Source: an optimization exercise on an open RTL-to-GDS flow (aim: small area, a short achievable clock period and few clock cycles). Production flows keep margins and buffers that such runs may drop.
The RTL was checked by simulation tests, not by an equivalence proof against the original design.

build 2:
// dpsk_modem
module dpsk_modem (
  input  logic        clk,
  input  logic        rst_n,
  input  logic        cfg_qpsk,      
  input  logic        cfg_bypass,    
  input  logic        tx_in_valid,
  output logic        tx_in_ready,
  input  logic [7:0]  tx_in_data,
  input  logic        tx_in_last,
  output logic        tx_out_valid,
  input  logic        tx_out_ready,
  output logic [31:0] tx_out_data,
  output logic        tx_out_last,
  input  logic        rx_in_valid,
  output logic        rx_in_ready,
  input  logic [31:0] rx_in_data,
  input  logic        rx_in_last,
  output logic        rx_out_valid,
  input  logic        rx_out_ready,
  output logic [7:0]  rx_out_data,
  output logic        rx_out_last
);
==> flow/config.mk <==
export PLATFORM = sky130hd
export DESIGN_NAME = dpsk_modem
export DESIGN_NICKNAME = dpsk_modem
export VERILOG_FILES = /design/flow/design.v
export SDC_FILE = /design/flow/constraint.sdc
export NUM_CORES = 4
export LEC_CHECK = 0
export CAP_MARGIN = 20
export CORE_MARGIN = 2
export CORE_UTILIZATION = 60
export SLEW_MARGIN = 20
==> flow/constraint.sdc <==
create_clock -name core_clock -period 14.0 [get_ports {clk}]
set_input_delay 2.8000 -clock core_clock [delete_from_list [all_inputs] [get_ports {clk}]]
set_output_delay 2.8000 -clock core_clock [all_outputs]
set_load 0.01 [all_outputs]
standard.sh (not shown) runs the stock make flow with config.mk's settings and CLKGATE_MAP_FILE= SYNTH_SCRIPT=/design/flow/synth_recipe.tcl, a recipe that flattens the netlist after the stock synthesis.
==> flow/flow/run.sh <==
#!/bin/bash
set -e
cd "$(dirname "$0")/.."
export SETUP_SLACK_MARGIN=${SETUP_SLACK_MARGIN:-7.5}
bash standard.sh > standard.log 2>&1
Build 2 closes out successfully: all stages finished, all timing, DRC and antenna checks passed.
Testbench counts of build 2, summed over its fixed seeds: cycles 2,352.
> inputs changed (build 2 -> build 1)
# build 2
export LEC_CHECK = 0
export CAP_MARGIN = 20
export CORE_MARGIN = 2
export CORE_UTILIZATION = 60
export SLEW_MARGIN = 20
create_clock -name core_clock -period 14.0 [get_ports {clk}]
# build 1
export LEC_CHECK = 0
export CAP_MARGIN = 20
export CORE_MARGIN = 2
export CORE_UTILIZATION = 40
export SLEW_MARGIN = 20
create_clock -name core_clock -period 14.0 [get_ports {clk}]
==> flow/flow/run.sh <==
#!/bin/bash
set -e
cd "$(dirname "$0")/.."
export SETUP_SLACK_MARGIN=${SETUP_SLACK_MARGIN:-8.0}
bash standard.sh > standard.log 2>&1
## What came out
Summary: with build 2 as the reference, number of signal-net buffers in the layout in build 1 moved up by more than a quarter.
Reported for build 2 and build 1, fraction of the yosys area taken by sequential cells turned out identical to the last digit.
Wire length of the first global-routing pass ended up 2.1% higher on build 1 than on build 2.
Summary of the comparison: tap cell instance count is higher in build 1, relative to build 2.
Against build 2 as the reference, build 1 delivers a lower register fraction of the total cell area.
Compared build 1 vs build 2, and final-layout fill cell count is up in build 1.
Build 1 against build 2: final cell count +609.
Edits applied to the flow inputs when going from build 1 to build 28:
==> flow/flow/run.sh <==
#!/bin/bash
set -e
cd "$(dirname "$0")/.."
export SETUP_SLACK_MARGIN=${SETUP_SLACK_MARGIN:-7.0}
bash standard.sh > standard.log 2>&1
[summary]
Share of flip-flops with an asynchronous set or reset after synthesis: build 1 vs build 28 identical. [compare] base=build 1 new=build 28: global-route usage -0.87 points; proportion of final cell area spent on non-clock buffers -2.0 points. Highest signal layer in the routed design: met4 -> build 1, met5 -> build 28.


dpsk_modem, a different RTL version from the one above (not shown whole).
Size in the first run: about 5100 cells after synthesis, roughly 170 flip-flops, about 40000 sq um of cells after synthesis.
// dpsk_modem
module dpsk_modem (
  input  logic        clk,
  input  logic        rst_n,
  input  logic        cfg_qpsk,      
  input  logic        cfg_bypass,    
  input  logic        tx_in_valid,
  output logic        tx_in_ready,
  input  logic [7:0]  tx_in_data,
  input  logic        tx_in_last,
  output logic        tx_out_valid,
  input  logic        tx_out_ready,
  output logic [31:0] tx_out_data,
  output logic        tx_out_last,
  input  logic        rx_in_valid,
  output logic        rx_in_ready,
  input  logic [31:0] rx_in_data,
  input  logic        rx_in_last,
  output logic        rx_out_valid,
  input  logic        rx_out_ready,
  output logic [7:0]  rx_out_data,
  output logic        rx_out_last
);
  logic qpsk;
  always_ff @(posedge clk) qpsk <= cfg_qpsk & ~cfg_bypass;
  tx_path u_tx (
    .clk       (clk),
    .rst_n     (rst_n),
    .qpsk      (qpsk),
    .in_valid  (tx_in_valid),
    .in_ready  (tx_in_ready),
    .in_data   (tx_in_data),
    .in_last   (tx_in_last),
    .out_valid (tx_out_valid),
    .out_ready (tx_out_ready),
    .out_data  (tx_out_data),
    .out_last  (tx_out_last)
  );
  rx_path u_rx (
    .clk       (clk),
    .rst_n     (rst_n),
    .qpsk      (qpsk),
    .in_valid  (rx_in_valid),
    .in_ready  (rx_in_ready),
    .in_data   (rx_in_data),
    .in_last   (rx_in_last),
    .out_valid (rx_out_valid),
    .out_ready (rx_out_ready),
  ...
export LEC_CHECK = 0
export ABC_AREA = 1
export CAP_MARGIN = 20
export CORE_MARGIN = 2
export CORE_UTILIZATION = 40
export SLEW_MARGIN = 20
create_clock -name core_clock -period 14.0 [get_ports {clk}]
==> flow/flow/run.sh <==
#!/bin/bash
set -e
cd "$(dirname "$0")/.."
export SETUP_SLACK_MARGIN=${SETUP_SLACK_MARGIN:-8.0}
bash standard.sh > standard.log 2>&1
The first run produced a clean layout.
Testbench counts at the start, summed over its fixed seeds: cycles 2,336.
==> next run, changes <==
==> flow/flow/run.sh (replaced) <==
#!/bin/bash
set -e
cd "$(dirname "$0")/.."
export SETUP_SLACK_MARGIN=${SETUP_SLACK_MARGIN:-7.5}
bash standard.sh > standard.log 2>&1
Effect:
- The new run produced a clean layout
- setup slack degrades by 0.16 ns
- die area is unchanged
- hold slack hardly moves
- wire length drops by about 3.4%
- via count drops by about 2.4%
- final cell count drops by about 1.6%
- sequential share of layout area climbs by 0.58 points

==> what the ideal ports hide <==
How much do the figures lean on ideal ports? The routed layouts below were timed once more, with nothing changed but the port constraints. Step 1 sets driving cells, clkbuf_16 on the clock port and buf_2 on the other inputs (assumed; they add their load-dependent delay and slew). Step 2, shift: input delay + t, output delay - t, t = (earliest + latest rising clock arrival at the registers) / 2. This alone moves slack from input paths to output paths. Three values: no drivers, after step 1, after step 2; two values: the first two.
run	shift t [ns]	setup WS [ns]	clock arrival spread, ns
build 2	0.663	7.628 / 7.628 / 7.628	0.025 / 0.025
build 1	0.661	7.789 / 7.789 / 7.789	0.050 / 0.049
build 28	0.660	7.105 / 7.105 / 7.105	0.039 / 0.040
the first run of note 2	0.552	7.866 / 7.866 / 7.866	0.019 / 0.019
the second run of note 2	0.550	7.709 / 7.709 / 7.709	0.019 / 0.019
After both steps every run listed still meets setup and hold.
